What follows belongs to an exercise in optimizing a design on an open flow for small area and a short achievable clock period; a production flow would make more cautious choices.
The RTL was checked by simulation tests, not by an equivalence proof against the original design.
No activity file was given, so power comes from the tool's default toggle rates.

==> run a: inputs <==
// PRBS31_Seed_Checker
module PRBS31_Seed_Checker(
    input clock,
    input reset,
    input pulse,
    input [3:0] channel,
    input [15:0] injectErrorCount,
    input [31:0] DataIn,
    output [17:0] shortErrorCount,
    output [127+128:0] dataOut
    );
clock: 25.0 ns
lec_check: 0
cap_margin: 20
core_margin: 2
core_utilization: 40
place_density: 0.6
setup_slack_margin: 1.0
slew_margin: 20
synth_hierarchical: 1
synth_minimum_keep_size: 0
standard.sh (not shown) runs the stock make flow with config.mk's settings and CLKGATE_MAP_FILE= SYNTH_SCRIPT=/design/flow/synth_recipe.tcl, a recipe that flattens the netlist after the stock synthesis.
==> flow/flow/run.sh <==
#!/bin/bash
# Layout flow: the standard synthesis unchanged, then the standard layout
# with timing repair aimed at a tighter setup margin (the SDC is unchanged).
set -euo pipefail
bash standard.sh synth > synth.log 2>&1
bash standard.sh SETUP_SLACK_MARGIN=17 finish > layout.log 2>&1
==> run b (differences from run a) <==
--- a/flow/flow/run.sh
+++ b/flow/flow/run.sh
@@ -4,3 +4,3 @@
 set -euo pipefail
 bash standard.sh synth > synth.log 2>&1
-bash standard.sh SETUP_SLACK_MARGIN=17 finish > layout.log 2>&1
+bash standard.sh SETUP_SLACK_MARGIN=19 finish > layout.log 2>&1
==> run c (differences from run a) <==
==> flow/run.sh (new file) <==
#!/bin/bash
# synth_recipe.tcl (not shown) runs the flow's synth.tcl, then flattens the netlist and writes it again
# the make line also repeats each setting of config.mk as NAME=value (left out here)
make -C /OpenROAD-flow-scripts/flow DESIGN_CONFIG=/design/flow/config.mk WORK_HOME=/design/flow/orfs CLKGATE_MAP_FILE= SYNTH_SCRIPT=/design/flow/synth_recipe.tcl finish
removed: flow/flow/run.sh
removed: flow/standard.sh
==> qor summary <==
metric	run c	run b	run a
Total length of routed met2 wires	61,900 µm	65,400 µm	63,000 µm
Fin Clk Skew	0.0239 ns	0.0347 ns	0.0298 ns
Period minus WS final	9.47 ns	7.45 ns	7.87 ns
Sequential cell area share	25.3%	24.2%	24.8%
Status	timing/DRC/antenna clean	timing/DRC/antenna clean	timing/DRC/antenna clean
Peak Freq	106 MHz	134 MHz	127 MHz
Leakage dissipation	18.8 nW	21.0 nW	19.1 nW
Post-route insts no fill	4,489	4,674	4,506
Area of placed instances	0.0344 mm²	0.0347 mm²	0.0346 mm²
Buffers excl. clock	447	625	467
Total half-perimeter wirelength after legalization and detailed placement	120,000 µm	119,000 µm	123,000 µm
Clock buffers and inverters, area share	4.44%	4.32%	4.50%
Proportion of power drawn by combinational gates	36.7%	37.8%	36.9%

==> inputs of try-pepper <==
PRBS31_Seed_Checker, a different RTL version from the one above (not shown whole).
Settings: LEC_CHECK=0, CAP_MARGIN=20, CORE_MARGIN=2, CORE_UTILIZATION=40, PLACE_DENSITY=0.6, SETUP_SLACK_MARGIN=1.0, SLEW_MARGIN=20, SYNTH_HIERARCHICAL=1, SYNTH_MINIMUM_KEEP_SIZE=0; clock period 25.0 ns.
==> flow/flow/run.sh <==
#!/bin/bash
# Layout flow: the standard synthesis unchanged, then the standard layout
# with smaller port buffers and clock buffers, synthesis buffers removed, and
# timing repair aimed at a tighter setup margin (the SDC is unchanged).
set -euo pipefail
bash standard.sh synth > synth.log 2>&1
bash standard.sh SETUP_SLACK_MARGIN=18 REMOVE_ABC_BUFFERS=1 \
  "BUFFER_PORTS_ARGS=-buffer_cell sky130_fd_sc_hd__buf_1" \
  CTS_BUF_LIST=sky130_fd_sc_hd__clkbuf_8 finish > layout.log 2>&1
==> try-lagoon (differences from try-pepper) <==
--- a/flow/config.mk
+++ b/flow/config.mk
@@ -7,8 +7,8 @@
 export LEC_CHECK = 0
 export CAP_MARGIN = 20
 export CORE_MARGIN = 2
-export CORE_UTILIZATION = 40
-export PLACE_DENSITY = 0.6
+export CORE_UTILIZATION = 65
+export PLACE_DENSITY = 0.8
 export SETUP_SLACK_MARGIN = 1.0
 export SLEW_MARGIN = 20
 export SYNTH_HIERARCHICAL = 1
==> summary.txt <==
Against try-pepper, the combinational power of try-lagoon is larger by about 3.7%.
Between try-pepper and try-lagoon, the lower via count is in try-pepper (gap 11%, measured against try-lagoon).
In try-pepper the core utilization is lower than in try-lagoon, by 28 points.
Between try-pepper and try-lagoon, the lower clock power is in try-lagoon (gap about 7.5%, measured against try-lagoon).
In try-pepper the clock skew is lower than in try-lagoon, by 0.0047 ns.

## afterwards: timing with drivers on the ports
No port has a modelled driver above. Below, the same layouts with a new extraction and two added sets of constraints.
Step 1: set_driving_cell puts a clkbuf_16 on clock and a buf_2 on each other input, an assumption about the parent block.
Step 2, shift: input delay + t, output delay - t, t = (earliest + latest rising clock arrival at the registers) / 2. This alone moves slack from input paths to output paths.
Three values: no drivers, after step 1, after step 2; two values: the first two.
run	t (ns)	setup WS [ns]	worst setup path at the end	slew at the worst register clock pin (ns)	worst slew at a driven data input, ns
run a	0.679	17.135 / 17.177 / 16.498	input to register	0.08 / 0.08	0.05
run b	0.685	17.553 / 17.575 / 16.890	input to register	0.07 / 0.07	0.05
run c	0.663	15.532 / 15.573 / 14.910	input to register	0.07 / 0.07	0.05
try-pepper	0.748	18.081 / 18.105 / 17.373	input to register	0.08 / 0.08	0.06
try-lagoon	0.752	17.742 / 17.743 / 17.030	input to register	0.08 / 0.08	0.06
After both steps every run listed still meets setup and hold. The setup slack of try-lagoon, which loses most, moves by +0.001 ns with the drivers and by -0.712 ns with both steps.
